This is an optimization exercise on Yosys and OpenROAD, whose aim is small area and a short achievable clock period, not a production implementation. RTL that was checked went through simulation tests only; none was proved equivalent to the original. No functional check of the RTL was part of runs 1, 2, 7 and 8. In every run shown here, the design's own scripts or RTL, not TritonCTS, make the clock network. The clock input has no modelled driver; a real chip could not lean on it and would need a root buffer or a full tree. Power and IR drop assume default switching activity.

===== flow/config.mk =====
export PLATFORM = sky130hd
export DESIGN_NAME = fifo
export DESIGN_NICKNAME = fifo
export VERILOG_FILES = /design/flow/design.v
export SDC_FILE = /design/flow/constraint.sdc
export NUM_CORES = 4
export LEC_CHECK = 0
export CAP_MARGIN = 20
export CORE_MARGIN = 2
export CORE_UTILIZATION = 40
export SETUP_SLACK_MARGIN = 1.3
export SLEW_MARGIN = 20
export TNS_END_PERCENT = 5

===== flow/constraint.sdc =====
create_clock -name core_clock -period 2.4 [get_ports {clk}]
set_input_delay 0.4800 -clock core_clock [delete_from_list [all_inputs] [get_ports {clk}]]
set_output_delay 0.4800 -clock core_clock [all_outputs]
set_load 0.01 [all_outputs]

===== flow/design.v =====
module fifo(
    input         clk,
    input         rst,         
    input  [7:0]  data_in,
    input         w_en,
    input         r_en,
    output reg [7:0] data_out,
    output reg    full,
    output reg    empty
);
    reg [7:0] mem [0:3][0:7];
    reg [3:0] wb;               
    reg [7:0] wr;               
    reg [3:0] rb;               
    reg [7:0] crow [0:3];       
    reg [7:0] clo;              
    reg [4:0] chi;              
    reg [7:0] cand [0:3];       
    wire wok = w_en & ~full;
    wire rd  = r_en & ~empty;
    wire inc = wok & ~rd;
    wire dec = rd & ~wok;
    wire low = chi[0] & (clo[0] | clo[1] | clo[2] | clo[3]);
    genvar b, i;
    generate
        for (b = 0; b < 4; b = b + 1) begin : g_bank
            for (i = 0; i < 8; i = i + 1) begin : g_row
                always @(posedge clk)
                    if (wok & wb[b] & wr[i])
                        mem[b][i] <= data_in;
            end
            reg [7:0] sel;
            integer k;
            always @* begin
                sel = 8'b0;
                for (k = 0; k < 8; k = k + 1)
                    sel = sel | ({8{crow[b][k]}} & mem[b][k]);
            end
            always @(posedge clk)
                cand[b] <= (wok & wb[b] & low) ? data_in : sel;
            always @(posedge clk)
                if (!rst)
                    crow[b] <= 8'b1;
                else if (rd & rb[b])
                    crow[b] <= {crow[b][6:0], crow[b][7]};
        end
    endgenerate
    wire [7:0] head = ({8{rb[0]}} & cand[0]) | ({8{rb[1]}} & cand[1])
                    | ({8{rb[2]}} & cand[2]) | ({8{rb[3]}} & cand[3]);
    always @(posedge clk) begin
        if (!rst) begin
            wb       <= 4'b1;
            wr       <= 8'b1;
            rb       <= 4'b1;
            clo      <= 8'b1;
            chi      <= 5'b1;
            empty    <= 1'b1;
            full     <= 1'b0;
            data_out <= 8'b0;
        end else begin
            if (wok) begin
                wb <= {wb[2:0], wb[3]};
                if (wb[3])
                    wr <= {wr[6:0], wr[7]};
            end
            if (rd) begin
                data_out <= head;
                rb <= {rb[2:0], rb[3]};
            end
            if (inc) begin
                clo <= {clo[6:0], clo[7]};
                if (clo[7])
                    chi <= {chi[3:0], 1'b0};
            end else if (dec) begin
                clo <= {clo[0], clo[7:1]};
                if (clo[0])
                    chi <= {1'b0, chi[4:1]};
            end
            empty <= (empty & ~inc) | (clo[1] & chi[0] & dec);
            full  <= (full & ~dec) | (clo[7] & chi[3] & inc);
        end
    end
endmodule

===== flow/flow/run.sh =====
#!/bin/bash
set -euo pipefail
bash standard.sh finish PRE_CTS_TCL="$PWD/flow/my_cts.tcl" \
  BUFFER_PORTS_ARGS="-buffer_cell sky130_fd_sc_hd__buf_4" \
  MATCH_CELL_FOOTPRINT=0 > standard.log 2>&1

===== flow/flow/my_cts.tcl =====
# Replaces clock_tree_synthesis with a two-level tree: K leaf buffers, each
# driving one cluster of clock sinks (k-means on sink locations), fed by up to
# R root buffers (k-means on the leaf locations), which the clock port feeds.
# Every sink sees the same two buffer stages.
rename clock_tree_synthesis orig_clock_tree_synthesis
source [file join [file dirname [info script]] my_cts_params.tcl]

proc my_kmeans {pts k iters} {
  # pts: list of {x y}; returns list of cluster index per point
  set n [llength $pts]
  set sorted [lsort -real -index 0 $pts]
  set cents {}
  for {set i 0} {$i < $k} {incr i} {
    lappend cents [lindex $sorted [expr {int(($i + 0.5) * $n / $k)}]]
  }
  set asg {}
  for {set it 0} {$it < $iters} {incr it} {
    set asg {}
    foreach p $pts {
      set best 0; set bd 1e30; set ci 0
      foreach c $cents {
        set dx [expr {[lindex $p 0] - [lindex $c 0]}]
        set dy [expr {[lindex $p 1] - [lindex $c 1]}]
        set d [expr {$dx * $dx + $dy * $dy}]
        if {$d < $bd} { set bd $d; set best $ci }
        incr ci
      }
      lappend asg $best
    }
    # balance: cap cluster size, move overflow points to nearest non-full cluster
    set newc {}
    for {set c 0} {$c < $k} {incr c} { set sx($c) 0.0; set sy($c) 0.0; set sn($c) 0 }
    foreach p $pts a $asg {
      set sx($a) [expr {$sx($a) + [lindex $p 0]}]
      set sy($a) [expr {$sy($a) + [lindex $p 1]}]
      incr sn($a)
    }
    for {set c 0} {$c < $k} {incr c} {
      if {$sn($c) > 0} {
        lappend newc [list [expr {$sx($c) / $sn($c)}] [expr {$sy($c) / $sn($c)}]]
      } else {
        lappend newc [lindex $cents $c]
      }
    }
    set cents $newc
  }
  return [list $asg $cents]
}

proc clock_tree_synthesis {args} {
  global my_cts_k my_cts_leaf my_cts_root
  set k $my_cts_k
  set leafm $my_cts_leaf
  set rootm $my_cts_root
  set db [ord::get_db]
  set block [ord::get_db_block]
  set clknet [$block findNet clk]
  set sinks {}
  set pts {}
  foreach it [$clknet getITerms] {
    set inst [$it getInst]
    set loc [$inst getLocation]
    set bb [$inst getBBox]
    lappend sinks $it
    lappend pts [list [expr {([$bb xMin] + [$bb xMax]) / 2.0}] [expr {([$bb yMin] + [$bb yMax]) / 2.0}]]
  }
  puts "my_cts: [llength $sinks] sinks, $k leaves"
  lassign [my_kmeans $pts $k 30] asg cents
  set lm [$db findMaster $leafm]
  set rm [$db findMaster $rootm]
  # group the leaves under R root buffers, each fed by the clock port
  set r $::my_cts_r
  lassign [my_kmeans $cents $r 30] rasg rcents
  for {set q 0} {$q < $r} {incr q} {
    if {[lsearch -exact $rasg $q] < 0} { continue }
    set rootnet($q) [odb::dbNet_create $block clknet_root_$q]
    $rootnet($q) setSigType CLOCK
    set root [odb::dbInst_create $block $rm clkbuf_root_$q]
    set rc [lindex $rcents $q]
    $root setLocation [expr {int([lindex $rc 0])}] [expr {int([lindex $rc 1])}]
    $root setPlacementStatus PLACED
    [$root findITerm A] connect $clknet
    [$root findITerm X] connect $rootnet($q)
  }
  for {set c 0} {$c < $k} {incr c} {
    set n [odb::dbNet_create $block clknet_leaf_$c]
    $n setSigType CLOCK
    set b [odb::dbInst_create $block $lm clkbuf_leaf_$c]
    set cc [lindex $cents $c]
    $b setLocation [expr {int([lindex $cc 0])}] [expr {int([lindex $cc 1])}]
    $b setPlacementStatus PLACED
    [$b findITerm A] connect $rootnet([lindex $rasg $c])
    [$b findITerm X] connect $n
    set leafnet($c) $n
    set cnt($c) 0
  }
  foreach it $sinks a $asg {
    $it disconnect
    $it connect $leafnet($a)
    incr cnt($a)
  }
  set_propagated_clock [all_clocks]
  for {set c 0} {$c < $k} {incr c} { puts "my_cts: leaf $c at [lindex $cents $c]: $cnt($c) sinks" }
  return ""
}

===== flow/flow/my_cts_params.tcl =====
set ::my_cts_k 16
set ::my_cts_r 4
set ::my_cts_leaf sky130_fd_sc_hd__clkbuf_16
set ::my_cts_root sky130_fd_sc_hd__clkbuf_16

===== flow/standard.sh =====
#!/bin/bash
# synth_recipe.tcl (not shown) runs the flow's synth.tcl, then flattens the netlist and writes it again
# the make line also repeats each setting of config.mk as NAME=value (left out here)
make -C /OpenROAD-flow-scripts/flow DESIGN_CONFIG=/design/flow/config.mk WORK_HOME=/design/flow/orfs CLKGATE_MAP_FILE= SYNTH_SCRIPT=/design/flow/synth_recipe.tcl "${@:-finish}"

==> summary.txt, run 1 <==
Critical path
  – Cell family with most CP delay: flip-flops
  – CP max stage cell: dfxtp_4
  – Most used cell, CP: buf_4
  – Worst Path Max Fanout: 6
  – Max incr delay on CP: 0.38 ns
  – CP Data Required Time: 1.92 ns
  – Critical path capture point type: output port
  – Crit Path Class: flip-flop to output port
  – Crit path buffers/inverters: 3
  – Worst-path cell chain: buf_6 -> buf_4 -> buf_4
  – Crit path DAT: 1.07 ns
  – Critical Path Source Type: flip-flop

Die
  – Starting Density: 0.405
  – Die H: 185 um
  – Core Region: 32500 um2
  – Die ar.: 34300 um2
  – Ports: 22
  – Die span in x: 185 um
  – Row Count: 66

Cells and area
  – Register Area: 9770 um2
  – Area Growth Syn to Fin: 10.6%
  – Filler cells: 2843
  – Final #Nets: 875
  – Layout cell share with drive strength beyond 1: 0.147
  – ANT cells: 0
  – Multi-input logic area: 3310 um2

Power
  – Cell Pwr Density: 721 nW/um2
  – P_leak: 4.84 nW
  – Max IR drop VDD: 0.000360 V

Timing
  – Minimum clock period: 1.55 ns
  – Final Hold Viols: 0
  – Final TNS setup: 0 ns
  – Final hold slack: 0.500 ns
  – Max Fclk: 645 MHz
  – Clock Skew: 0.0318 ns
  – Final Max Slew Viols: 0
  – Relative slew slack: 0.527
  – Part of the cycle the worst path needs: 0.646
  – Final setup fails: 0
  – Slew @ Worst Pin: 0.710 ns
  – RSZ-0062 raised after global routing: true

Global route
  – Vias in the first global route: 6824
  – Largest net degree at the start of global routing: 66
  – Overflow after GRT: 0
  – Wire length of the first global-routing pass: 43.6 mm
  – Total track usage: 0.169
  – Initial antenna violation count: 0

Yosys
  – Syn Std Cell Area: 13100 um2
  – Synth Register Bits: 359
  – Yosys cell types: 31
  – Sequential fraction of the synthesis area: 0.742
  – Syn Nets: 864
  – Most used DFF post-synth: edfxtp_1
  – Syn avg cell area: 15.5 um2
  – Yosys warns: 4
  – Mapped Cells: 850
  – Post-synth ARST share: 0
  – Post-synth EDFFs: 256

Run status
  – Status: no timing/DRC/antenna violations

Drt
  – Final wirelength: 29.1 mm
  – WL met3: 1.37 mm
  – Met1 WL: 13.3 mm
  – DRC Markers: 0
  – 1st-iter DRT viols: 608
  – Drt pass-1 iters: 5
  – Top sig layer: met4
  – Total number of vias: 7108
  – Met2 wire len: 13.8 mm
  – Wire per inst: 22.4 um
  – Vias per cell: 5.46
  – Final ANT Viol Nets: 0

Place
  – Port Buffers: 21
  – GP Congestion: 0.809
  – Post-DP HPWL: 18.1 mm

Job
  – Max Cap Violations: 0

Min path
  – HP Class: flip-flop to flip-flop

Clock tree
  – Later-pin clock latency in the skew report: 0.32 ns
  – Hold-fix buffers, CTS: 0
  – Clock-pin transition on the worst setup and hold timing paths: 0.08 ns
-- stage by stage --
step	worst slack, ns	area [um2]	util	cells	total power, mW
2_1_floorplan	0.741	13200	-	850	7.14
3_3_place_gp	0.396	13700	0.423	1259	7.34
3_5_place_dp	0.370	13700	0.423	1259	7.35
4_1_cts	0.851	14400	0.445	1295	10.5
5_1_grt	0.785	14500	0.448	1301	10.8
6_report	0.849	14500	0.448	1301	10.5
-- per-layer routing --
metal / vias to the layer above / GRT usage
met1: 3605 / 0.250
met3: 35 / 0.0155
met4: 0 / 0.0327
met2: 162 / 0.274
li1: 3306 / -
met5: - / 0
-- sequential cells by signal, summed over array words and instances, names as in the netlist --
signal,cells
chi,5
wb,4
clo,8
data_out,8
empty,1
crow,32
mem,256
cand,32
full,1
rb,4
wr,8
-- final timing paths --
path,startpoint,to,slack (ns),cells after the start
worst max register to register,wb[1],cand[1][3],0.85,4
worst max-delay path,full,full,0.85,3
worst min-delay path,chi[3],chi[4],0.50,2
worst min register to register,chi[3],chi[4],0.50,2
-- worst register-to-register path, stage by stage, from the launching register on --
cell and delay (ns):
dfxtp_1 0.41, and3b_2 0.31, nor2b_1 0.23, buf_6 0.18, mux2_1 0.32
-- logic make-up after synthesis --
family | count (synthesis) | synth area share
fa+ha+maj | 2 | 0.00190
simple gates | 153 | 0.0707
buf+inv | 65 | 0.0193
flops | 359 | 0.742
compound gates | 201 | 0.110
mux | 70 | 0.0563
-- cell usage after synthesis, types with 5 or more instances --
cell      instances  area share
nor2b_1          36       0.017
a31oi_1           8      0.0038
clkbuf_1         49       0.014
dfxtp_1         103        0.16
mux2i_1          38       0.029
a21oi_1           9      0.0034
mux2_2            8      0.0069
o21a_1            7      0.0040
nand2_1          14      0.0040
buf_2             8      0.0030
nand3b_1          6      0.0034
and3b_1           5      0.0033
and2_1           46       0.022
a21boi_0          5      0.0029
o21ai_0          23      0.0088
edfxtp_1        256        0.58
a22oi_1         144       0.082
mux2_1           24       0.021
nand4_1          32       0.015
-- area by class of cell --
cell class,instances,share of cell area
Inverter,4,0.00189
Timing Repair inverter,1,0.000603
Tap cell,442,0.0380
Buffer,20,0.0344
Multi-Input combinational cell,429,0.228
Timing Repair Buffer,46,0.0253
Sequential cell,359,0.672
-- cell usage in the layout, fill, tap and decap left out, types with 2 or more instances in the layout --
cell type	count
mux2_1	6
buf_6	6
dfxtp_4	4
and3b_2	6
buf_4	40
nand2_1	14
edfxtp_1	256
nand4_1	32
mux2_2	8
nand2b_4	2
a31oi_1	8
clkbuf_16	20
a21boi_0	4
dfxtp_1	96
a21oi_1	9
and2_2	7
nor2b_1	35
a22oi_1	144
o21ai_0	21
mux2i_1	38
nor2_1	4
o21a_1	7
nand2b_1	2
and2_4	3
mux2_4	18
and2_1	37
ha_4	2
o21ai_1	2
nand3b_1	6
dfxtp_2	3
o311a_1	3
nand3_1	3
inv_2	2
-- what timing repair did --
action | CTS | global route
endpoints found under the setup margin | 365 | 366
pin swaps | 5 | 2
setup buffers | 14 | 4
resized for setup | 34 | 24
gates cloned | 2 | 2
-- where the power goes --
part / total [mW] / internal (mW) / switching, mW
registers: 6.78 / 6.71 / 0.0772
clock network: 3.22 / 1.50 / 1.72
logic: 0.486 / 0.210 / 0.276
total: 10.5 / 8.42 / 2.07
==> run 2, diff against run 1 <==
--- a/flow/config.mk
+++ b/flow/config.mk
@@ -10,3 +10,3 @@
 export CORE_UTILIZATION = 40
-export SETUP_SLACK_MARGIN = 1.3
+export SETUP_SLACK_MARGIN = 1.1
 export SLEW_MARGIN = 20
==> run 2 against run 1 <==
Against the previous run: routed wire length increased by 1.8%; setup slack got worse by 0.00080 ns; flip-flop and latch count unchanged; maximum frequency about the same; die area unchanged; via count decreased by 0.17%; first-iteration DRC count decreased by 6.7%; synthesized cell count unchanged; critical endpoint is now cand[0][6]; register-to-register slack about the same; highest routed layer unchanged; combinational power decreased by 4.1%; sequential power about the same.
==> summary.txt, run 2 <==
Run status
  – Status: no timing/DRC/antenna violations

Cells and area
  – Area Growth Syn to Fin: 10.2%
  – Largest regs: mem x256, cand x32, crow x32
  – Register Area: 9760 um2
  – Layout cell share with drive strength beyond 1: 0.140
  – Most frequent cells in the layout: edfxtp_1, a22oi_1, dfxtp_1
  – Multi-input logic area: 3280 um2
  – Commonest non-fill, non-tap cell in the layout: edfxtp_1
  – Final #Nets: 875
  – Biggest register: mem
  – Max reg flops: 256
  – Filler cells: 2891
  – Non-Filler Instances: 1301
  – ANT cells: 0

Critical path
  – Critical path capture point type: flip-flop
  – Cell family with most CP delay: flip-flops
  – Critical Path Source Type: flip-flop
  – Reg2Reg Setup Slack: 0.85 ns
  – Worst-path cell chain: o41ai_4 -> buf_6 -> nor2b_1 -> buf_4 -> mux2_1
  – CP Data Required Time: 2.62 ns
  – Crit path buffers/inverters: 2
  – Crit Path Class: flip-flop to flip-flop
  – CP max stage cell: dfxtp_4
  – Worst Path Max Fanout: 8
  – Max incr delay on CP: 0.36 ns
  – Crit path DAT: 1.77 ns

Die
  – Core Region: 32500 um2
  – Row Count: 66
  – Ports: 22
  – Starting Density: 0.405
  – Die span in x: 185 um
  – Die ar.: 34300 um2
  – Die H: 185 um

Timing
  – Part of the cycle the worst path needs: 0.646
  – RSZ-0062 raised after global routing: true
  – Final Max Slew Viols: 0
  – Clock Skew: 0.0486 ns
  – Max Fclk: 645 MHz
  – Slew @ Worst Pin: 0.504 ns
  – Final hold slack: 0.459 ns
  – Final Hold Viols: 0
  – Relative slew slack: 0.664
  – Minimum clock period: 1.55 ns
  – Final TNS setup: 0 ns
  – Final setup fails: 0

Power
  – Switching power: 2.08 mW
  – Sw Share: 0.199
  – Pwr Total: 10.5 mW
  – Sequential power share: 0.647
  – Clock power frac: 0.308
  – Cell Pwr Density: 723 nW/um2
  – Max IR drop VDD: 0.000392 V
  – Internal: 8.40 mW
  – P_leak: 4.81 nW
  – Combinational power share: 0.044

Place
  – Port Buffers: 21
  – Placed cells: 1260
  – GP Congestion: 0.798
  – Post-DP HPWL: 18.4 mm

Yosys
  – Sequential fraction of the synthesis area: 0.742
  – Synth top area share: 0.585
  – Post-synth ARST share: 0
  – Syn Nets: 864
  – Most frequent cell after synthesis: edfxtp_1
  – Yosys warns: 4
  – Yosys cell types: 31
  – Synth Register Bits: 359
  – Mapped Cells: 850
  – Top post-synthesis cells by area: edfxtp_1, dfxtp_1, a22oi_1, mux2i_1, and2_1
  – Most used DFF post-synth: edfxtp_1
  – Post-synth top area cell: edfxtp_1
  – Syn avg cell area: 15.5 um2
  – Synth cell count leaders: edfxtp_1, a22oi_1, dfxtp_1, clkbuf_1, and2_1
  – Post-synth EDFFs: 256
  – Syn Std Cell Area: 13100 um2

Job
  – Max Cap Violations: 0

Global route
  – Initial antenna violation count: 0
  – Largest net degree at the start of global routing: 37
  – Total track usage: 0.171
  – Overflow after GRT: 0
  – Vias in the first global route: 7205
  – Wire length of the first global-routing pass: 44.6 mm

Drt
  – Final ANT Viol Nets: 0
  – Vias per cell: 5.45
  – Total number of vias: 7096
  – Drt pass-1 iters: 5
  – 1st-iter DRT viols: 567
  – Wire per inst: 22.8 um
  – DRC Markers: 0
  – Final wirelength: 29.6 mm

Clock tree
  – Later-pin clock latency in the skew report: 0.34 ns
  – Clock-pin transition on the worst setup and hold timing paths: 0.10 ns

Min path
  – HP Class: input port to flip-flop
## run 2: metal layers
metal | vias to the layer above | track usage | wire (um)
li1 | 3301 | - | -
met1 | 3615 | 0.244 | 13700
met2 | 148 | 0.285 | 14100
met3 | 32 | 0.0195 | 1230
met4 | 0 | 0.0314 | 607
met5 | - | 0 | 0
## run 2: cell type report
type                    count  area share
plain buffers              20      0.0345
inverters                   4     0.00207
multi-input cells         429       0.226
flip-flops and latches    359       0.674
well taps                 442      0.0382
repair buffers             46      0.0250
repair inverters            1    0.000604
## run 2: repair_timing
item | CTS | global route
setup endpoints to repair | 339 | 349
pin swaps | 3 | 1
resized for setup | 35 | 14
cloned | 0 | 4
buffers inserted | 9 | 8
hold buffers | 0 | 0
hold endpoints to repair | 0 | 0
## run 2: metrics by stage
stage	instance area, um2	util	worst slack (ns)
2_1_floorplan	13200	-	0.741
3_3_place_gp	13700	0.423	0.397
3_5_place_dp	13700	0.423	0.381
4_1_cts	14400	0.443	0.853
5_1_grt	14500	0.447	0.795
6_report	14500	0.447	0.849
## run 2: path summary, 6_finish.rpt
check,start,end,cells after the start
setup / recovery,clo[3],cand[0][6],5
hold / removal,rst,empty,2
setup reg to reg,clo[3],cand[0][6],5
hold reg to reg,wb[0],wb[0],2
## run 2: power by group through the flow
| stage | clock network, mW | logic, mW | registers, mW |
|---|---|---|---|
| global placement | 0 | 0.412 | 6.93 |
| finish | 3.23 | 0.466 | 6.78 |
| CTS | 3.27 | 0.452 | 6.78 |
| detailed placement | 0 | 0.422 | 6.93 |
| global route | 3.50 | 0.505 | 6.79 |
| floorplan | 0 | 0.249 | 6.89 |
## run 2: cells by family (layout without fill, tap and decap cells)
family / count (synthesis) / count (layout) / share of synthesized area
flops: 359 / 359 / 0.742
fa+ha+maj: 2 / 2 / 0.00190
buf+inv: 65 / 71 / 0.0193
simple gates: 153 / 156 / 0.0707
mux: 70 / 70 / 0.0563
compound gates: 201 / 201 / 0.110
==> run 3, diff against run 2 <==
--- a/flow/design.v
+++ b/flow/design.v
@@ -15,4 +15,4 @@
     reg [7:0] crow [0:3];       
-    reg [7:0] clo;              
-    reg [4:0] chi;              
+    reg [3:0] cm;               
+    reg [8:0] cq;               
     reg [7:0] cand [0:3];       
@@ -20,5 +20,3 @@
     wire rd  = r_en & ~empty;
-    wire inc = wok & ~rd;
-    wire dec = rd & ~wok;
-    wire low = chi[0] & (clo[0] | clo[1] | clo[2] | clo[3]);
+    wire low = cq[0];
     genvar b, i;
@@ -39,3 +37,3 @@
             always @(posedge clk)
-                cand[b] <= (wok & wb[b] & low) ? data_in : sel;
+                cand[b] <= (w_en & wb[b] & low) ? data_in : sel;
             always @(posedge clk)
@@ -47,2 +45,19 @@
     endgenerate
+    wire [3:0] cm_inc = {cm[2:0], cm[3]};
+    wire [8:0] cq_inc = cm[3] ? {cq[7:0], 1'b0} : cq;
+    wire [3:0] cm_dec = {cm[0], cm[3:1]};
+    wire [8:0] cq_dec = cm[0] ? {1'b0, cq[8:1]} : cq;
+    wire       one    = cq[0] & cm[1];
+    wire       n31    = cq[7] & cm[3];
+    wire [3:0] cm_w = full ? cm : cm_inc;
+    wire [8:0] cq_w = full ? cq : cq_inc;
+    wire       e_w  = 1'b0;
+    wire       f_w  = full | n31;
+    wire [3:0] cm_r = empty ? cm : cm_dec;
+    wire [8:0] cq_r = empty ? cq : cq_dec;
+    wire       e_r  = empty | one;
+    wire       f_r  = 1'b0;
+    wire [3:0] cm_wr = empty ? cm_inc : (full ? cm_dec : cm);
+    wire [8:0] cq_wr = empty ? cq_inc : (full ? cq_dec : cq);
+    wire       f_wr  = 1'b0;
     wire [7:0] head = ({8{rb[0]}} & cand[0]) | ({8{rb[1]}} & cand[1])
@@ -54,4 +69,4 @@
             rb       <= 4'b1;
-            clo      <= 8'b1;
-            chi      <= 5'b1;
+            cm       <= 4'b1;
+            cq       <= 9'b1;
             empty    <= 1'b1;
@@ -69,13 +84,23 @@
             end
-            if (inc) begin
-                clo <= {clo[6:0], clo[7]};
-                if (clo[7])
-                    chi <= {chi[3:0], 1'b0};
-            end else if (dec) begin
-                clo <= {clo[0], clo[7:1]};
-                if (clo[0])
-                    chi <= {1'b0, chi[4:1]};
-            end
-            empty <= (empty & ~inc) | (clo[1] & chi[0] & dec);
-            full  <= (full & ~dec) | (clo[7] & chi[3] & inc);
+            case ({w_en, r_en})
+                2'b10: begin
+                    cm    <= cm_w;
+                    cq    <= cq_w;
+                    empty <= e_w;
+                    full  <= f_w;
+                end
+                2'b01: begin
+                    cm    <= cm_r;
+                    cq    <= cq_r;
+                    empty <= e_r;
+                    full  <= f_r;
+                end
+                2'b11: begin
+                    cm    <= cm_wr;
+                    cq    <= cq_wr;
+                    empty <= 1'b0;
+                    full  <= f_wr;
+                end
+                default: ;
+            endcase
         end
==> flow/flow/my_cts_params.tcl (replaced) <==
set ::my_cts_k 24
set ::my_cts_r 4
set ::my_cts_leaf sky130_fd_sc_hd__clkbuf_16
set ::my_cts_root sky130_fd_sc_hd__clkbuf_16
==> run 3 against run 2 <==
Against the previous run: still clean; final cell count grew 4.0%; sequential share of layout area shrank 1.7 points; global-route usage grew 2.2 points; register-to-register slack gained 0.14 ns; sequential power is essentially flat; setup slack gained 0.14 ns; total power grew 7.1%; via count grew 13%; combinational power grew 7.5%.
==> summary.txt, run 3 <==
Run status
  – Status: no timing/DRC/antenna violations

Power
  – Max IR drop VDD: 0.000411 V
  – Cell Pwr Density: 753 nW/um2
  – P_leak: 4.85 nW
  – Pwr Total: 11.2 mW

Cells and area
  – Non-Filler Instances: 1353
  – Fin util: 0.459
  – ANT cells: 0
  – Layout cell share with drive strength beyond 1: 0.176
  – Final #Nets: 925
  – Register Area: 9780 um2
  – Biggest register: mem
  – Filler cells: 2775
  – Max reg flops: 256
  – Commonest non-fill, non-tap cell in the layout: edfxtp_1
  – Area Growth Syn to Fin: 13.2%
  – Multi-input logic area: 3390 um2
  – Largest regs: mem x256, cand x32, crow x32
  – Most frequent cells in the layout: edfxtp_1, dfxtp_1, a22o_1

Timing
  – Slew @ Worst Pin: 0.528 ns
  – RSZ-0062 raised after global routing: true
  – Minimum clock period: 1.41 ns
  – Final TNS setup: 0 ns
  – Clock Skew: 0.0625 ns
  – Final setup fails: 0
  – Max Fclk: 709 MHz
  – Part of the cycle the worst path needs: 0.587
  – Final Hold Viols: 0
  – Final Max Slew Viols: 0
  – Relative slew slack: 0.648
  – Setup slack after layout: 0.990 ns

Die
  – Ports: 22
  – Die ar.: 34400 um2
  – Starting Density: 0.405
  – Row Count: 66
  – Die H: 185 um
  – Die span in x: 185 um
  – Core Region: 32500 um2

Place
  – Post-DP HPWL: 20.5 mm
  – Pre-CTS setup slack: 0.443 ns
  – Port Buffers: 21
  – Placed cells: 1311
  – GP Congestion: 0.829

Drt
  – Wire per inst: 24.5 um
  – Total number of vias: 8019
  – DRC Markers: 0
  – Drt pass-1 iters: 5
  – Final ANT Viol Nets: 0
  – Vias per cell: 5.93
  – Final wirelength: 33.2 mm
  – 1st-iter DRT viols: 813

Clock tree
  – Later-pin clock latency in the skew report: 0.37 ns
  – Clock-pin transition on the worst setup and hold timing paths: 0.08 ns

Yosys
  – Syn Std Cell Area: 13200 um2
  – Post-synth top area cell: edfxtp_1
  – Syn avg cell area: 14.6 um2
  – Most used DFF post-synth: edfxtp_1
  – Post-synth ARST share: 0
  – Yosys cell types: 41
  – Synth Register Bits: 359
  – Sequential fraction of the synthesis area: 0.741
  – Post-synth EDFFs: 256
  – Most frequent cell after synthesis: edfxtp_1
  – Syn Nets: 912
  – Mapped Cells: 900
  – Synth cell count leaders: edfxtp_1, dfxtp_1, a221oi_1, a22o_1, clkbuf_1
  – Yosys warns: 4
  – Synth top area share: 0.584
  – Top post-synthesis cells by area: edfxtp_1, dfxtp_1, a221oi_1, a22o_1, a31oi_1

Global route
  – Total track usage: 0.192
  – Wire length of the first global-routing pass: 49.6 mm
  – Initial antenna violation count: 0
  – Largest net degree at the start of global routing: 42
  – Overflow after GRT: 0
  – Vias in the first global route: 7658

Min path
  – HP Class: input port to flip-flop

Critical path
  – Crit path DAT: 1.60 ns
  – Max incr delay on CP: 0.46 ns
  – Critical path capture point type: flip-flop
  – Cell family with most CP delay: compound AO/OA/AOI/OAI gates
  – CP max stage cell: dfxtp_1
  – Crit Path Class: flip-flop to flip-flop
  – Critical Path Source Type: flip-flop
  – Worst-path cell chain: a22o_1 -> a221oi_1 -> a31oi_1
  – Crit path buffers/inverters: 0
  – CP Data Required Time: 2.59 ns
  – Worst Path Max Fanout: 10

Job
  – Max Cap Violations: 0
run 3: cell types whose count changed after synthesis, sizes merged, moves of 31 or more:
cell    delta
a22o      +64
a22oi    -128
mux2i     -31
a21boi    +32
and3      +32
a221oi    +64
nand3     +46
nand2     +45
nand4     -31
and2      -39
a31oi     +36
mux2      -32
run 3: per-stage QoR:
stage               hold WS (ns)  cell area [um2]
detailed placement         0.488            13900
global route               0.461            14900
finish                     0.447            14900
CTS                        0.425            14800
floorplan                  0.459            13400
global placement           0.481            13900
run 3: repair_timing:
item	4_1_cts	5_1_grt
resized for setup	14	33
setup endpoints to repair	351	332
gates cloned	1	0
pin swaps	2	2
hold buffers	0	0
buffers inserted	10	3
run 3: area by class of cell:
cell class	count	share of cell area
Multi-Input combinational cell	468	0.227
Tap cell	442	0.0371
Timing Repair Buffer	55	0.0317
Sequential cell	359	0.657
Buffer	28	0.0470
Inverter	1	0.000252
run 3: power breakdown:
part	switching, mW	internal (mW)
clock	1.86	2.07
combinational	0.311	0.190
sequential	0.0809	6.71
total	2.25	8.97
run 3: kinds of logic after synthesis:
family                 synth area share
AND/OR/NAND/NOR                  0.0744
flip-flops                        0.741
AO/OA/AOI/OAI                     0.156
multiplexers                    0.00533
buffers and inverters            0.0230
run 3: worst paths after layout:
check        startpoint         end  slack, ns  cells after the start
min                r_en        full       0.45                      2
max reg2reg  crow[2][0]  cand[2][3]       0.99                      3
min reg2reg       cq[4]       cq[4]       0.50                      2
max          crow[2][0]  cand[2][3]       0.99                      3
run 3: metal layers:
layer	global-route usage	share of wire
met1	0.288	0.45
met2	0.303	0.47
met3	0.0187	0.061
met4	0.0479	0.024
met5	0	0
==> run 4, diff against run 3 <==
==> flow/flow/my_cts_params.tcl (replaced) <==
set ::my_cts_k 16
set ::my_cts_r 4
set ::my_cts_leaf sky130_fd_sc_hd__clkbuf_16
set ::my_cts_root sky130_fd_sc_hd__clkbuf_16
==> run 4 against run 3 <==
Against the previous run: final cell count shrank 0.44%; synthesized cell count stayed put; sequential share of layout area increased by 0.56 points; area after synthesis is the same; core utilization down 0.35 points; clock power down 18%; sequential power is essentially flat; highest routed layer unchanged; register-to-register slack about the same.
==> summary.txt, run 4 <==
Yosys
  – Sequential fraction of the synthesis area: 0.741
  – Mapped Cells: 900
  – Yosys cell types: 41
  – Synth cell count leaders: edfxtp_1, dfxtp_1, a221oi_1, a22o_1, clkbuf_1
  – Yosys warns: 4
  – Post-synth ARST share: 0
  – Most frequent cell after synthesis: edfxtp_1
  – Most used DFF post-synth: edfxtp_1
  – Synth top area share: 0.584
  – Post-synth EDFFs: 256
  – Syn Nets: 912
  – Synth Register Bits: 359
  – Syn avg cell area: 14.6 um2
  – Post-synth top area cell: edfxtp_1
  – Top post-synthesis cells by area: edfxtp_1, dfxtp_1, a221oi_1, a22o_1, a31oi_1
  – Syn Std Cell Area: 13200 um2

Place
  – GP Congestion: 0.829
  – Placed Area: 13900 um2
  – Post-DP HPWL: 20.5 mm
  – Port Buffers: 21

Global route
  – Overflow after GRT: 0
  – Total track usage: 0.191
  – Initial antenna violation count: 0
  – Wire length of the first global-routing pass: 49.2 mm
  – Vias in the first global route: 7538
  – Largest net degree at the start of global routing: 42

Cells and area
  – Final #Nets: 919
  – Filler cells: 2803
  – Biggest register: mem
  – Layout cell share with drive strength beyond 1: 0.179
  – Area Growth Syn to Fin: 12.4%
  – Post-Layout Inst Area: 14800 um2
  – Largest regs: mem x256, cand x32, crow x32
  – Commonest non-fill, non-tap cell in the layout: edfxtp_1
  – Most frequent cells in the layout: edfxtp_1, dfxtp_1, a22o_1
  – Fin util: 0.455
  – Register Area: 9790 um2
  – Multi-input logic area: 3420 um2
  – Max reg flops: 256
  – ANT cells: 0

Timing
  – Final hold slack: 0.460 ns
  – Final Hold Viols: 0
  – RSZ-0062 raised after global routing: true
  – Max Fclk: 713 MHz
  – Final setup fails: 0
  – Final Max Slew Viols: 0
  – Final TNS setup: 0 ns
  – Slew @ Worst Pin: 0.540 ns
  – Relative slew slack: 0.640
  – Minimum clock period: 1.40 ns
  – Clock Skew: 0.0564 ns
  – Part of the cycle the worst path needs: 0.585

Clock tree
  – Clock-pin transition on the worst setup and hold timing paths: 0.10 ns
  – Hold-fix buffers, CTS: 0
  – Later-pin clock latency in the skew report: 0.34 ns

Drt
  – Final ANT Viol Nets: 0
  – Total number of vias: 7964
  – 1st-iter DRT viols: 804
  – Drt pass-1 iters: 5
  – DRC Markers: 0
  – Final wirelength: 33.2 mm
  – Vias per cell: 5.91
  – Wire per inst: 24.6 um

Power
  – Max IR drop VDD: 0.000338 V
  – P_leak: 4.78 nW
  – Cell Pwr Density: 713 nW/um2

Die
  – Core Region: 32500 um2
  – Die span in x: 185 um
  – Die H: 185 um
  – Starting Density: 0.405
  – Die ar.: 34400 um2
  – Row Count: 66
  – Ports: 22

Min path
  – HP Class: input port to flip-flop
  – Worst hold path startpoint: r_en
  – Endpoint, Worst Hold: full
  – Depth of the worst hold-timing path: 2

Critical path
  – RR Endpoint: cand[2][7]
  – Critical path capture point type: flip-flop
  – Crit Path Class: flip-flop to flip-flop
  – Setup crit start: crow[2][7]
  – Crit path DAT: 1.62 ns
  – Worst reg2reg startpoint: crow[2][7]
  – Worst Path Max Fanout: 10
  – Reg2Reg Setup Slack: 1.0 ns
  – CP Data Required Time: 2.61 ns
  – Critical Path Source Type: flip-flop
  – R2R cell count: 3

Run status
  – Status: no timing/DRC/antenna violations

Job
  – Max Cap Violations: 0
## run 4: routing by layer
layer | part of all wire | vias up | track usage
met5 | 0 | - | 0
li1 | - | 3559 | -
met1 | 0.43 | 4007 | 0.285
met2 | 0.47 | 341 | 0.302
met3 | 0.071 | 57 | 0.0175
met4 | 0.028 | 0 | 0.0448
## run 4: cell type report
cell class                      instances  share of cell area
Sequential cell                       359               0.662
Timing Repair Buffer                   55              0.0351
Multi-Input combinational cell        470               0.231
Buffer                                 20              0.0339
Tap cell                              442              0.0374
Inverter                                1            0.000254
## run 4: timing repair
action                     in CTS  in global routing
pin swaps                       3                  8
buffers inserted               11                  1
gates cloned                    1                  3
setup endpoints to repair     347                327
gates resized for setup        18                 42
## run 4: stage by stage
stage          power [mW]  setup slack, ns  std cells
6_report             10.5            0.997       1347
5_1_grt              10.8            0.985       1347
3_3_place_gp         7.39            0.501       1311
3_5_place_dp         7.39            0.443       1311
4_1_cts              10.6            0.913       1343
2_1_floorplan        7.16            0.999        900
## run 4: worst max-delay path: stages (launching register included)
cell and delay, ns:
dfxtp_1 0.47, a22o_1 0.26, a221oi_1 0.40, a31oi_1 0.15
## run 4: logic make-up (layout without fill, tap and decap cells)
kind of cell | Yosys count | after routing | synth area share
flip-flops | 359 | 359 | 0.741
AND/OR/NAND/NOR | 199 | 202 | 0.0744
AO/OA/AOI/OAI | 261 | 261 | 0.156
multiplexers | 7 | 7 | 0.00533
buffers and inverters | 74 | 76 | 0.0230
## run 4: power breakdown
group / leakage [nW] / internal (mW) / total (mW) / switching [mW]
sequential: 3.16 / 6.71 / 6.79 / 0.0810
combinational: 1.37 / 0.198 / 0.510 / 0.312
clock: 0.246 / 1.50 / 3.24 / 1.74
total: 4.78 / 8.40 / 10.5 / 2.13
## run 4: worst max-delay path by stage
stage	to	slack, ns	depth (start not counted)
global route	cand[0][0]	0.99	3
global placement	mem[0][1]	0.50	4
finish	cand[2][7]	1.0	3
floorplan	cm[3]	1.0	6
CTS	cand[3][6]	0.91	3
detailed placement	mem[2][3]	0.44	4
==> run 5, diff against run 4 <==
--- a/flow/config.mk
+++ b/flow/config.mk
@@ -10,4 +10,4 @@
 export CORE_UTILIZATION = 40
-export SETUP_SLACK_MARGIN = 1.1
+export SETUP_SLACK_MARGIN = 1.0
 export SLEW_MARGIN = 20
-export TNS_END_PERCENT = 5
+export TNS_END_PERCENT = 20
==> run 5 against run 4 <==
Against the previous run: total power fell by 0.47%; routed wire length fell by 4.4%; sequential power barely moved; highest routed layer unchanged.
==> summary.txt, run 5 <==
Timing
  – Slew @ Worst Pin: 0.523 ns
  – Final Hold Viols: 0
  – Relative slew slack: 0.651
  – Final hold slack: 0.423 ns
  – Clock Skew: 0.0290 ns
  – Final TNS setup: 0 ns
  – Max Fclk: 684 MHz
  – Setup slack after layout: 0.938 ns
  – Minimum clock period: 1.46 ns
  – Final setup fails: 0
  – Final Max Slew Viols: 0
  – Part of the cycle the worst path needs: 0.609
  – RSZ-0062 raised after global routing: true

Drt
  – Final ANT Viol Nets: 0
  – Met1 WL: 14.3 mm
  – WL met3: 1.81 mm
  – DRC Markers: 0
  – Top sig layer: met4
  – Wire per inst: 23.7 um
  – Total number of vias: 7759
  – Final wirelength: 31.7 mm
  – Drt pass-1 iters: 5
  – Vias per cell: 5.80
  – 1st-iter DRT viols: 790
  – Met2 wire len: 15.1 mm

Cells and area
  – Layout cell share with drive strength beyond 1: 0.130
  – Non-Filler Instances: 1337
  – Max reg flops: 256
  – Register Area: 9760 um2
  – Final #Nets: 908
  – Commonest non-fill, non-tap cell in the layout: edfxtp_1
  – Multi-input logic area: 3300 um2
  – Biggest register: mem
  – Filler cells: 2861
  – Most frequent cells in the layout: edfxtp_1, dfxtp_1, a22o_1
  – Largest regs: mem x256, cand x32, crow x32
  – Area Growth Syn to Fin: 10.5%

Place
  – GP Congestion: 0.808
  – Post-DP HPWL: 19.9 mm
  – Pre-CTS setup slack: 0.483 ns
  – Port Buffers: 21
  – Placed cells: 1307

Power
  – Cell Pwr Density: 721 nW/um2
  – Pwr Total: 10.5 mW
  – P_leak: 4.68 nW
  – Max IR drop VDD: 0.000359 V

Global route
  – Wire length of the first global-routing pass: 47.1 mm
  – Initial antenna violation count: 0
  – Total track usage: 0.183
  – Largest net degree at the start of global routing: 45
  – Vias in the first global route: 7331
  – Overflow after GRT: 0

Critical path
  – Crit path DAT: 1.48 ns
  – Reg2Reg Setup Slack: 0.94 ns
  – Cell family with most CP delay: simple AND/OR/NAND/NOR gates
  – CP max stage cell: dfxtp_4
  – Worst-path cell chain: nor2b_4 -> buf_4 -> buf_12 -> and3_4
  – Crit Path Class: flip-flop to flip-flop
  – Crit path buffers/inverters: 2
  – Max incr delay on CP: 0.37 ns
  – Critical Path Source Type: flip-flop
  – CP Data Required Time: 2.42 ns
  – Worst Path Max Fanout: 20
  – Critical path capture point type: flip-flop

Clock tree
  – Clock-pin transition on the worst setup and hold timing paths: 0.09 ns
  – Hold-fix buffers, CTS: 0
  – Later-pin clock latency in the skew report: 0.33 ns

Yosys
  – Syn Nets: 912
  – Post-synth ARST share: 0
  – Syn avg cell area: 14.6 um2
  – Yosys warns: 4
  – Mapped Cells: 900
  – Top post-synthesis cells by area: edfxtp_1, dfxtp_1, a221oi_1, a22o_1, a31oi_1
  – Synth Register Bits: 359
  – Yosys cell types: 41
  – Most frequent cell after synthesis: edfxtp_1
  – Syn Std Cell Area: 13200 um2
  – Post-synth EDFFs: 256
  – Synth cell count leaders: edfxtp_1, dfxtp_1, a221oi_1, a22o_1, clkbuf_1
  – Post-synth top area cell: edfxtp_1
  – Most used DFF post-synth: edfxtp_1
  – Synth top area share: 0.584
  – Sequential fraction of the synthesis area: 0.741

Run status
  – Status: no timing/DRC/antenna violations

Die
  – Die span in x: 185 um
  – Starting Density: 0.405
  – Core Region: 32500 um2
  – Die ar.: 34400 um2
  – Die H: 185 um
  – Ports: 22
  – Row Count: 66

Min path
  – HP Class: input port to flip-flop

Job
  – Max Cap Violations: 0
-- run 5: cell counts after synthesis --
No cell type changed its count.
-- run 5: worst paths after layout --
kind | to | start | cells after the start
worst max-delay path | mem[10][6] | full | 4
worst min-delay path | full | r_en | 2
worst max register to register | mem[10][6] | full | 4
worst min register to register | cq[6] | cq[5] | 2
-- run 5: metal layers --
metal,vias to the layer above,GRT usage
met3,40,0.0132
met4,0,0.0314
met5,-,0
met1,3948,0.271
li1,3523,-
met2,248,0.300
-- run 5: repair_timing --
item,4_1_cts,5_1_grt
pin swaps,1,0
buffers inserted,4,4
gates resized for setup,17,13
gates cloned,0,1
setup endpoints to repair,332,261
-- run 5: final cells by class --
cell class | instances | share of cell area
inverter | 1 | 0.000258
multi-input combinational | 467 | 0.227
buffer | 20 | 0.0344
sequential | 359 | 0.671
tap | 442 | 0.0380
timing repair buffer | 47 | 0.0291
antenna | 1 | 0.000172
-- run 5: cells by family (layout without fill, tap and decap cells) --
logic type             Yosys count  count (layout)  synth area share
AO/OA/AOI/OAI                  261             261             0.156
other                            0               1                 0
flip-flops                     359             359             0.741
multiplexers                     7               7           0.00533
AND/OR/NAND/NOR                199             199            0.0744
buffers and inverters           74              68            0.0230
-- run 5: power breakdown --
part	internal [mW]	total [mW]	switching (mW)	leakage [nW]
Sequential	6.71	6.79	0.0864	3.15
Clock	1.50	3.22	1.72	0.246
Combinational	0.179	0.468	0.289	1.28
Total	8.39	10.5	2.10	4.68
-- run 5: per-stage QoR --
step	util	instance area (um2)
floorplan	-	13300
global placement	0.426	13800
detailed placement	0.426	13800
CTS	0.445	14400
global route	0.448	14500
finish	0.448	14500
==> run 6, diff against run 5 <==
--- a/flow/config.mk
+++ b/flow/config.mk
@@ -9,5 +9,5 @@
 export CORE_MARGIN = 2
-export CORE_UTILIZATION = 40
-export SETUP_SLACK_MARGIN = 1.0
+export CORE_UTILIZATION = 55
+export SETUP_SLACK_MARGIN = 1.1
 export SLEW_MARGIN = 20
-export TNS_END_PERCENT = 20
+export TNS_END_PERCENT = 5
==> run 6 against run 5 <==
Against the previous run: still clean; critical path depth is 1 higher; first-iteration DRC count down 3.0%; register-to-register slack better by 0.06 ns; cell area is 0.61% higher; flip-flop and latch count is the same; critical endpoint is now cm[0]; largest cell class unchanged.
==> summary.txt, run 6 <==
Yosys
  – Post-synthesis compound-gate area fraction: 0.156
  – Most used DFF post-synth: edfxtp_1
  – Yosys warns: 4
  – Synth Area in XOR/XNOR: 0
  – Synth cell count leaders: edfxtp_1, dfxtp_1, a221oi_1, a22o_1, clkbuf_1
  – Syn Nets: 912
  – Yosys cell types: 41
  – Area share of fa/ha/maj cells after synthesis: 0
  – Largest family of logic cells by synthesized area: compound AO/OA/AOI/OAI gates
  – Sequential fraction of the synthesis area: 0.741
  – Post-synth EDFFs: 256
  – Syn avg cell area: 14.6 um2
  – Post-synth top area cell: edfxtp_1
  – Mux share of post-synthesis cell area: 0.00533
  – Syn Std Cell Area: 13200 um2
  – Synth top area share: 0.584
  – Post-synth ARST share: 0
  – Synth Register Bits: 359
  – Top post-synthesis cells by area: edfxtp_1, dfxtp_1, a221oi_1, a22o_1, a31oi_1
  – Mapped Cells: 900
  – Synth Area in Simple Gates: 0.0744
  – Most frequent cell after synthesis: edfxtp_1

Cells and area
  – Most frequent cells in the layout: edfxtp_1, dfxtp_1, a22o_1
  – Filler cells: 1741
  – Largest regs: mem x256, cand x32, crow x32
  – Final #Nets: 905
  – Commonest non-fill, non-tap cell in the layout: edfxtp_1
  – ANT cells: 0
  – Biggest register: mem
  – Layout cell share with drive strength beyond 1: 0.183
  – Multi-input logic area: 3510 um2
  – Register Area: 9790 um2
  – Area Growth Syn to Fin: 11.2%
  – Non-Filler Instances: 1210
  – Max reg flops: 256

Global route
  – Largest net degree at the start of global routing: 45
  – Overflow after GRT: 0
  – Wire length of the first global-routing pass: 47.0 mm
  – Total track usage: 0.253
  – Initial antenna violation count: 0
  – Vias in the first global route: 7700

Timing
  – Max Fclk: 715 MHz
  – Final Max Slew Viols: 0
  – Slew @ Worst Pin: 0.509 ns
  – Relative slew slack: 0.660
  – Final Hold Viols: 0
  – Final TNS setup: 0 ns
  – Part of the cycle the worst path needs: 0.583
  – Clock Skew: 0.0372 ns
  – Final hold slack: 0.453 ns
  – RSZ-0062 raised after global routing: true
  – Final setup fails: 0
  – Minimum clock period: 1.40 ns

Drt
  – DRC Markers: 0
  – Wire per inst: 26.2 um
  – Final wirelength: 31.7 mm
  – 1st-iter DRT viols: 766
  – Vias per cell: 6.41
  – Total number of vias: 7761
  – Drt pass-1 iters: 5
  – Final ANT Viol Nets: 0

Die
  – Die H: 159 um
  – Ports: 22
  – Die span in x: 159 um
  – Starting Density: 0.561
  – Core Region: 23500 um2
  – Die ar.: 25200 um2
  – Row Count: 56

Min path
  – HP Class: input port to flip-flop
  – Worst hold path startpoint: r_en
  – Depth of the worst hold-timing path: 2
  – Endpoint, Worst Hold: full

Power
  – Cell Pwr Density: 719 nW/um2
  – Pwr Total: 10.5 mW
  – P_leak: 4.72 nW
  – Max IR drop VDD: 0.000598 V

Critical path
  – R2R cell count: 5
  – RR Endpoint: cm[0]
  – CP Data Required Time: 2.56 ns
  – Worst Path Max Fanout: 7
  – Worst reg2reg startpoint: empty
  – Crit path DAT: 1.56 ns
  – Critical Path Source Type: flip-flop
  – Critical path capture point type: flip-flop
  – Reg2Reg Setup Slack: 1.00 ns
  – Crit Path Class: flip-flop to flip-flop

Clock tree
  – Hold-fix buffers, CTS: 0
  – Later-pin clock latency in the skew report: 0.33 ns
  – Clock-pin transition on the worst setup and hold timing paths: 0.07 ns

Place
  – Post-DP HPWL: 19.6 mm
  – Port Buffers: 21
  – Placed cells: 1178
  – GP Congestion: 0.860

Run status
  – Status: no timing/DRC/antenna violations

Job
  – Max Cap Violations: 0
## run 6: cell type report
cell class / instances / area share
timing repair buffer: 43 / 0.0288
multi-input combinational: 468 / 0.240
sequential: 359 / 0.669
tap: 319 / 0.0273
inverter: 1 / 0.000257
buffer: 20 / 0.0342
## run 6: cells by family after synthesis
family                 after synthesis
DFF                                359
AOI/OAI and AO/OA                  261
and+or+nand+nor                    199
buffers and inverters               74
muxes                                7
## run 6: critical path: stages, from the launching register on
cell and delay (ns):
dfxtp_4 0.39, nand2b_4 0.16, a211oi_4 0.31, buf_12 0.17, and3b_1 0.15, o21ai_1 0.07
## run 6: how the worst max path moves through the flow
stage	start	end	slack [ns]	depth (start not counted)
after floorplan	r_en	cm[3]	1.0	6
after global placement	r_en	cq[5]	0.59	6
after detailed placement	r_en	cq[8]	0.56	6
after CTS	crow[1][0]	cand[1][1]	0.98	3
after global routing	empty	cm[0]	0.96	5
final	empty	cm[0]	1.00	5
## run 6: metal layers
metal,part of all wire,global-route usage
met1,0.42,0.359
met3,0.072,0.0376
met5,0,0
met2,0.48,0.416
met4,0.028,0.0609
## run 6: what timing repair did
| action | in CTS | in global routing |
|---|---|---|
| setup endpoints to repair | 357 | 344 |
| pin swaps | 7 | 3 |
| gates resized for setup | 55 | 32 |
| gates cloned | 1 | 1 |
| buffers inserted | 9 | 1 |
| endpoints found under the hold margin | 0 | 0 |
## run 6: per-stage QoR
stage	utilization	cell area, um2	setup slack [ns]
after floorplan	-	13400	0.999
after global placement	0.582	13700	0.588
after detailed placement	0.582	13700	0.559
after CTS	0.619	14500	0.983
after global routing	0.623	14600	0.956
final	0.623	14600	1.00
## run 6: power breakdown
group	switching [mW]	internal, mW	leakage (nW)
Combinational	0.318	0.199	1.31
Clock	1.71	1.50	0.246
Sequential	0.0822	6.71	3.16
==> run 7, diff against run 6 <==
--- a/flow/design.v
+++ b/flow/design.v
@@ -26,3 +26,3 @@
                 always @(posedge clk)
-                    if (wok & wb[b] & wr[i])
+                    if (w_en & wb[b] & wr[i])
                         mem[b][i] <= data_in;
@@ -37,3 +37,4 @@
             always @(posedge clk)
-                cand[b] <= (w_en & wb[b] & low) ? data_in : sel;
+                if (!(full & rb[b]))
+                    cand[b] <= (w_en & wb[b] & low) ? data_in : sel;
             always @(posedge clk)
--- a/flow/config.mk
+++ b/flow/config.mk
@@ -9,3 +9,3 @@
 export CORE_MARGIN = 2
-export CORE_UTILIZATION = 55
+export CORE_UTILIZATION = 65
 export SETUP_SLACK_MARGIN = 1.1
==> run 7 against run 6 <==
Against the previous run: worst hold slack got worse by 0.035 ns; global-route usage is 2.3 points higher; first-iteration DRC count grew 32%; die area decreased by 13%; sequential power is 1% higher; routed wire length shrank 3.3%; area after synthesis up 2.3%; critical path depth fell by 2; total power down 0.48%; register-to-register slack worse by 0.02 ns.
==> summary.txt, run 7 <==
Critical path
  – Setup crit start: crow[2][0]
  – Reg2Reg Setup Slack: 0.98 ns
  – Critical path capture point type: flip-flop
  – Crit path DAT: 1.50 ns
  – Worst reg2reg startpoint: crow[2][0]
  – Crit Path Class: flip-flop to flip-flop
  – R2R cell count: 3
  – Critical Path Source Type: flip-flop
  – Worst Path Max Fanout: 10
  – CP Data Required Time: 2.48 ns

Cells and area
  – ANT cells: 0
  – Max reg flops: 256
  – Layout cell share with drive strength beyond 1: 0.208
  – Commonest non-fill, non-tap cell in the layout: edfxtp_1
  – Fin util: 0.732
  – Largest regs: mem x256, cand x32, crow x32
  – Biggest register: mem
  – Most frequent cells in the layout: edfxtp_1, nand2_1, a22o_1
  – Filler cells: 1288
  – Area Growth Syn to Fin: 10.4%
  – Final #Nets: 903

Drt
  – 1st-iter DRT viols: 1009
  – Final ANT Viol Nets: 0
  – Final wirelength: 30.6 mm
  – Vias per cell: 6.94
  – Drt pass-1 iters: 6
  – Wire per inst: 26.4 um
  – DRC Markers: 0
  – Total number of vias: 8040

Timing
  – Relative slew slack: 0.554
  – RSZ-0062 raised after global routing: true
  – Clock Skew: 0.0613 ns
  – Final TNS setup: 0 ns
  – Final Hold Viols: 0
  – Setup slack after layout: 0.978 ns
  – Max Fclk: 703 MHz
  – Final hold slack: 0.418 ns
  – Slew @ Worst Pin: 0.668 ns
  – Final Max Slew Viols: 0
  – Part of the cycle the worst path needs: 0.593
  – Minimum clock period: 1.42 ns
  – Final setup fails: 0

Yosys
  – Most frequent cell after synthesis: edfxtp_1
  – Synth top area share: 0.642
  – Syn Std Cell Area: 13500 um2
  – Yosys cell types: 42
  – Synth Register Bits: 359
  – Yosys warns: 4
  – Syn Nets: 914
  – Post-synth EDFFs: 288
  – Post-synth top area cell: edfxtp_1
  – Most used DFF post-synth: edfxtp_1
  – Mapped Cells: 902
  – Top post-synthesis cells by area: edfxtp_1, dfxtp_1, a221oi_1, a22o_1, a21boi_0
  – Synth cell count leaders: edfxtp_1, nand2_1, dfxtp_1, a221oi_1, a22o_1
  – Syn avg cell area: 14.9 um2
  – Sequential fraction of the synthesis area: 0.748
  – Post-synth ARST share: 0

Global route
  – Total track usage: 0.276
  – Vias in the first global route: 7517
  – Initial antenna violation count: 0
  – GR Layer Usage met1: 0.430
  – Largest net degree at the start of global routing: 74
  – Overflow after GRT: 0
  – Met3 Use GR: 0.0287
  – Routing usage on met2: 0.435
  – Grt peak-use layer: met2
  – Wire length of the first global-routing pass: 45.7 mm

Die
  – Core Region: 20300 um2
  – Starting Density: 0.663
  – Die ar.: 21900 um2
  – Row Count: 52
  – Die span in x: 148 um
  – Die H: 148 um
  – Ports: 22

Place
  – Port Buffers: 21
  – Post-DP HPWL: 18.6 mm
  – Pre-CTS setup slack: 0.416 ns
  – GP Congestion: 0.846

Min path
  – Depth of the worst hold-timing path: 2
  – HP Class: input port to flip-flop
  – Worst hold path startpoint: r_en

Job
  – Max Cap Violations: 0

Clock tree
  – Clock-pin transition on the worst setup and hold timing paths: 0.09 ns
  – Later-pin clock latency in the skew report: 0.35 ns
  – Hold-fix buffers, CTS: 0

Power
  – Pwr Total: 10.5 mW
  – Cell Pwr Density: 704 nW/um2
  – P_leak: 4.71 nW
  – Max IR drop VDD: 0.000609 V

Run status
  – Status: no timing/DRC/antenna violations
## run 7: cell count changes in the layout (fill, tap and decap cells not counted), sizes merged, moves of 3 or more
cell    previous run  this run
o21a               7         0
nand3             49        46
and2               7         1
a21boi            37        42
edfxtp           256       288
dfxtp            103        71
buf               42        39
nor2b              6         3
nand2             59        77
## run 7: cell families after synthesis
kind of cell | after synthesis | synth area share
flops | 359 | 0.748
compound gates | 258 | 0.150
simple gates | 205 | 0.0732
buf+inv | 73 | 0.0236
mux | 7 | 0.00539
## run 7: final timing paths
kind	end
min reg2reg	cq[8]
min	full
max	cand[2][4]
max reg2reg	cand[2][4]
## run 7: report_power, final
part           internal (mW)  switching (mW)  leakage, nW  total (mW)
Combinational          0.153           0.273         1.22       0.426
Clock                   1.50            1.68        0.246        3.18
Sequential              6.77          0.0836         3.24        6.86
## run 7: per-stage QoR
step / area, um2 / cells
floorplan: 13700 / 902
global placement: 13800 / 1124
detailed placement: 13800 / 1124
CTS: 14500 / 1150
global route: 14900 / 1159
finish: 14900 / 1159
## run 7: routing by layer
metal	wire, um	part of all wire
met1	12800	0.42
met2	14300	0.47
met3	2770	0.090
met4	716	0.023
met5	0	0
## run 7: worst max-delay path: stages, from the launching register on
cell	delay (ns)
dfxtp_2	0.40
a22o_1	0.23
a221oi_1	0.35
a31oi_1	0.19
## run 7: what timing repair did
item	CTS	global route
resized for setup	51	64
hold endpoints to repair	0	0
cloned	0	1
setup buffers	6	8
setup endpoints to repair	219	275
pin swaps	4	3
## run 7: cell type report
class | instances | area (um2) | share of cell area
tap | 270 | 338 | 0.0227
timing repair buffer | 39 | 305 | 0.0206
sequential | 359 | 10200 | 0.684
buffer | 20 | 500 | 0.0337
multi-input combinational | 471 | 3550 | 0.239
==> run 8, diff against run 7 <==
--- a/flow/design.v
+++ b/flow/design.v
@@ -18,4 +18,5 @@
     reg [7:0] cand [0:3];       
-    wire wok = w_en & ~full;
-    wire rd  = r_en & ~empty;
+    reg nfull, nempty;
+    wire wok = w_en & nfull;
+    wire rd  = r_en & nempty;
     wire low = cq[0];
@@ -37,3 +38,3 @@
             always @(posedge clk)
-                if (!(full & rb[b]))
+                if (nfull | ~rb[b])
                     cand[b] <= (w_en & wb[b] & low) ? data_in : sel;
@@ -52,12 +53,12 @@
     wire       n31    = cq[7] & cm[3];
-    wire [3:0] cm_w = full ? cm : cm_inc;
-    wire [8:0] cq_w = full ? cq : cq_inc;
+    wire [3:0] cm_w = nfull ? cm_inc : cm;
+    wire [8:0] cq_w = nfull ? cq_inc : cq;
     wire       e_w  = 1'b0;
-    wire       f_w  = full | n31;
-    wire [3:0] cm_r = empty ? cm : cm_dec;
-    wire [8:0] cq_r = empty ? cq : cq_dec;
-    wire       e_r  = empty | one;
+    wire       f_w  = ~nfull | n31;
+    wire [3:0] cm_r = nempty ? cm_dec : cm;
+    wire [8:0] cq_r = nempty ? cq_dec : cq;
+    wire       e_r  = ~nempty | one;
     wire       f_r  = 1'b0;
-    wire [3:0] cm_wr = empty ? cm_inc : (full ? cm_dec : cm);
-    wire [8:0] cq_wr = empty ? cq_inc : (full ? cq_dec : cq);
+    wire [3:0] cm_wr = ~nempty ? cm_inc : (~nfull ? cm_dec : cm);
+    wire [8:0] cq_wr = ~nempty ? cq_inc : (~nfull ? cq_dec : cq);
     wire       f_wr  = 1'b0;
@@ -74,2 +75,4 @@
             full     <= 1'b0;
+            nempty   <= 1'b0;
+            nfull    <= 1'b1;
             data_out <= 8'b0;
@@ -91,2 +94,4 @@
                     full  <= f_w;
+                    nempty <= ~e_w;
+                    nfull  <= ~f_w;
                 end
@@ -97,2 +102,4 @@
                     full  <= f_r;
+                    nempty <= ~e_r;
+                    nfull  <= ~f_r;
                 end
@@ -103,2 +110,4 @@
                     full  <= f_wr;
+                    nempty <= 1'b1;
+                    nfull  <= ~f_wr;
                 end
--- a/flow/config.mk
+++ b/flow/config.mk
@@ -9,3 +9,3 @@
 export CORE_MARGIN = 2
-export CORE_UTILIZATION = 65
+export CORE_UTILIZATION = 55
 export SETUP_SLACK_MARGIN = 1.1
==> run 8 against run 7 <==
Against the previous run: maximum frequency is 0.41% higher; still clean on timing, DRC and antenna; synthesized cell count is 2.4% higher; cell area increased by 1.2%; global-route usage decreased by 3.0 points; critical path type unchanged; critical path depth stayed put; largest power group unchanged; combinational power increased by 4%; total power up 1.1%.
==> summary.txt, run 8 <==
Run status
  – Status: no timing/DRC/antenna violations

Yosys
  – Post-synthesis compound-gate area fraction: 0.150
  – Synth cell count leaders: edfxtp_1, nand2_1, dfxtp_1, a22o_1, a221oi_1
  – Syn avg cell area: 14.7 um2
  – Mapped Cells: 924
  – Post-synth top area cell: edfxtp_1
  – Largest family of logic cells by synthesized area: compound AO/OA/AOI/OAI gates
  – Sequential fraction of the synthesis area: 0.746
  – Synth Area in Simple Gates: 0.0752
  – Syn Std Cell Area: 13500 um2
  – Area share of fa/ha/maj cells after synthesis: 0
  – Yosys warns: 4
  – Synth Area in XOR/XNOR: 0
  – Most frequent cell after synthesis: edfxtp_1
  – Post-synth ARST share: 0
  – Post-synth EDFFs: 288
  – Mux share of post-synthesis cell area: 0.00517
  – Yosys cell types: 37
  – Synth top area share: 0.639
  – Most used DFF post-synth: edfxtp_1
  – Syn Nets: 936
  – Top post-synthesis cells by area: edfxtp_1, dfxtp_1, a22o_1, a221oi_1, nand2_1
  – Synth Register Bits: 361

Die
  – Starting Density: 0.559
  – Die H: 161 um
  – Core Region: 24200 um2
  – Die ar.: 25900 um2
  – Row Count: 57
  – Ports: 22
  – Die span in x: 161 um

Critical path
  – Reg2Reg Setup Slack: 0.98 ns
  – Critical Path Source Type: flip-flop
  – Crit path DAT: 1.45 ns
  – Setup crit start: crow[1][2]
  – Crit Path Class: flip-flop to flip-flop
  – CP Data Required Time: 2.43 ns
  – RR Endpoint: cand[1][1]
  – Worst reg2reg startpoint: crow[1][2]
  – R2R cell count: 3
  – Critical path destination: cand[1][1]
  – Worst Path Max Fanout: 10
  – Critical path capture point type: flip-flop

Timing
  – RSZ-0062 raised after global routing: true
  – Final TNS setup: 0 ns
  – Part of the cycle the worst path needs: 0.590
  – Final Hold Viols: 0
  – Clock Skew: 0.0502 ns
  – Slew @ Worst Pin: 0.485 ns
  – Setup slack after layout: 0.983 ns
  – Minimum clock period: 1.42 ns
  – Relative slew slack: 0.676
  – Final Max Slew Viols: 0
  – Final setup fails: 0
  – Max Fclk: 706 MHz

Clock tree
  – Clock-pin transition on the worst setup and hold timing paths: 0.09 ns
  – Later-pin clock latency in the skew report: 0.34 ns

Cells and area
  – Biggest register: mem
  – Most frequent cells in the layout: edfxtp_1, nand2_1, a22o_1
  – Non-Filler Instances: 1245
  – Max reg flops: 256
  – Largest regs: mem x256, cand x32, crow x32
  – Final #Nets: 935
  – Post-Layout Inst Area: 15000 um2
  – Commonest non-fill, non-tap cell in the layout: edfxtp_1
  – Layout cell share with drive strength beyond 1: 0.200
  – Area Growth Syn to Fin: 11.0%
  – ANT cells: 0

Place
  – Placed cells: 1201
  – Pre-CTS setup slack: 0.442 ns
  – GP Congestion: 0.814
  – Placed Area: 14000 um2
  – Port Buffers: 21
  – Post-DP HPWL: 19.9 mm

Power
  – Pwr Total: 10.6 mW
  – Max IR drop VDD: 0.000646 V
  – P_leak: 4.84 nW
  – Cell Pwr Density: 704 nW/um2

Global route
  – Vias in the first global route: 7756
  – Wire length of the first global-routing pass: 48.2 mm
  – Initial antenna violation count: 0
  – Overflow after GRT: 0
  – Total track usage: 0.246
  – Largest net degree at the start of global routing: 59

Drt
  – 1st-iter DRT viols: 838
  – DRC Markers: 0
  – Final ANT Viol Nets: 0
  – Final wirelength: 32.2 mm
  – Drt pass-1 iters: 5
  – Vias per cell: 6.45
  – Wire per inst: 25.9 um
  – Total number of vias: 8026

Min path
  – HP Class: input port to flip-flop
  – Depth of the worst hold-timing path: 2

Job
  – Max Cap Violations: 0
-- run 8: cell types whose count changed after synthesis, sizes merged, moves of 6 or more --
| cell | change |
|---|---|
| nand3 | -32 |
| and3 | +6 |
| clkbuf | +8 |
| nand2 | +36 |
| buf | -9 |
| a22o | +8 |
| a21oi | +6 |
-- run 8: power breakdown --
group | internal [mW] | switching [mW] | total [mW]
Clock | 1.50 | 1.74 | 3.24
Combinational | 0.161 | 0.280 | 0.441
Sequential | 6.81 | 0.0890 | 6.90
Total | 8.47 | 2.11 | 10.6
-- run 8: cell type report --
| cell class | instances | area [um2] |
|---|---|---|
| Buffer | 20 | 500 |
| Fill cell | 1808 | 9210 |
| Inverter | 2 | 7.51 |
| Multi-Input combinational cell | 490 | 3520 |
| Sequential cell | 361 | 10200 |
| Tap cell | 324 | 405 |
| Timing Repair Buffer | 48 | 418 |
-- run 8: logic make-up after synthesis --
family | count (synthesis)
AND/OR/NAND/NOR | 222
AO/OA/AOI/OAI | 260
buffers and inverters | 74
flip-flops | 361
multiplexers | 7
-- run 8: worst min path at each step --
stage	from	endpoint	slack, ns
2_1_floorplan	cq[8]	cq[8]	0.45
3_3_place_gp	cq[8]	cq[8]	0.47
3_5_place_dp	cq[8]	cq[8]	0.49
4_1_cts	r_en	full	0.49
5_1_grt	r_en	full	0.50
6_report	r_en	full	0.50
-- run 8: metal layers --
metal | vias to the layer above | wire (um) | share of wire | GRT usage
li1 | 3606 | - | - | -
met1 | 4045 | 13500 | 0.42 | 0.355
met2 | 322 | 15600 | 0.48 | 0.408
met3 | 53 | 2230 | 0.069 | 0.0287
met4 | 0 | 831 | 0.026 | 0.0540
met5 | - | 0 | 0 | 0
-- run 8: through the flow --
| stage | util | hold slack (ns) |
|---|---|---|
| floorplan | - | 0.452 |
| global placement | 0.576 | 0.469 |
| detailed placement | 0.576 | 0.493 |
| CTS | 0.611 | 0.486 |
| global route | 0.620 | 0.504 |
| finish | 0.620 | 0.497 |
-- run 8: what timing repair did --
| item | CTS | global route |
|---|---|---|
| pin swaps | 8 | 10 |
| endpoints found under the setup margin | 289 | 238 |
| setup buffers | 14 | 9 |
| gates resized for setup | 70 | 43 |
| hold buffers | 0 | 0 |
| gates cloned | 1 | 0 |
-- run 8: critical path: stages, from the launching register on --
cell	delay, ns
dfxtp_2	0.41
a22o_1	0.23
a221oi_1	0.31
a31oi_1	0.18

re-timing with driven ports:
No port has a modelled driver above. Below, the same layouts with a new extraction and two added sets of constraints. Step 1 (the two cells are an assumption about what drives the block):
set clk [get_ports {clk}]
set_driving_cell -lib_cell sky130_fd_sc_hd__clkbuf_16 $clk
set_driving_cell -lib_cell sky130_fd_sc_hd__buf_2 [delete_from_list [all_inputs] $clk]
Step 2, shift: input delay + t, output delay - t, t = (earliest + latest rising clock arrival at the registers) / 2. This alone moves slack from input paths to output paths. a / b / c = no drivers / after step 1 / after step 2; a / b = the first two.
run | t, ns | setup WS [ns] | worst setup path after step 2 | latest minus earliest clock arrival (ns) | cell pins on the clock port's net
run 1 | 0.413 | 0.849 / 0.745 / 0.615 | input to register | 0.045 / 0.044 | 4
run 2 | 0.421 | 0.849 / 0.849 / 0.620 | input to register | 0.052 / 0.051 | 4
run 3 | 0.442 | 0.990 / 0.937 / 0.636 | input to register | 0.084 / 0.085 | 4
run 4 | 0.416 | 0.997 / 0.921 / 0.675 | input to register | 0.057 / 0.057 | 4
run 5 | 0.416 | 0.938 / 0.865 / 0.590 | input to register | 0.031 / 0.031 | 4
run 6 | 0.410 | 1.001 / 0.929 / 0.696 | input to register | 0.038 / 0.038 | 4
run 7 | 0.421 | 0.978 / 0.941 / 0.678 | input to register | 0.064 / 0.064 | 4
run 8 | 0.413 | 0.983 / 0.949 / 0.716 | input to register | 0.054 / 0.054 | 4
After both steps every run listed still meets setup and hold. For run 3, which loses most, drivers alone change the setup slack by -0.053 ns; drivers and shift together by -0.354 ns.
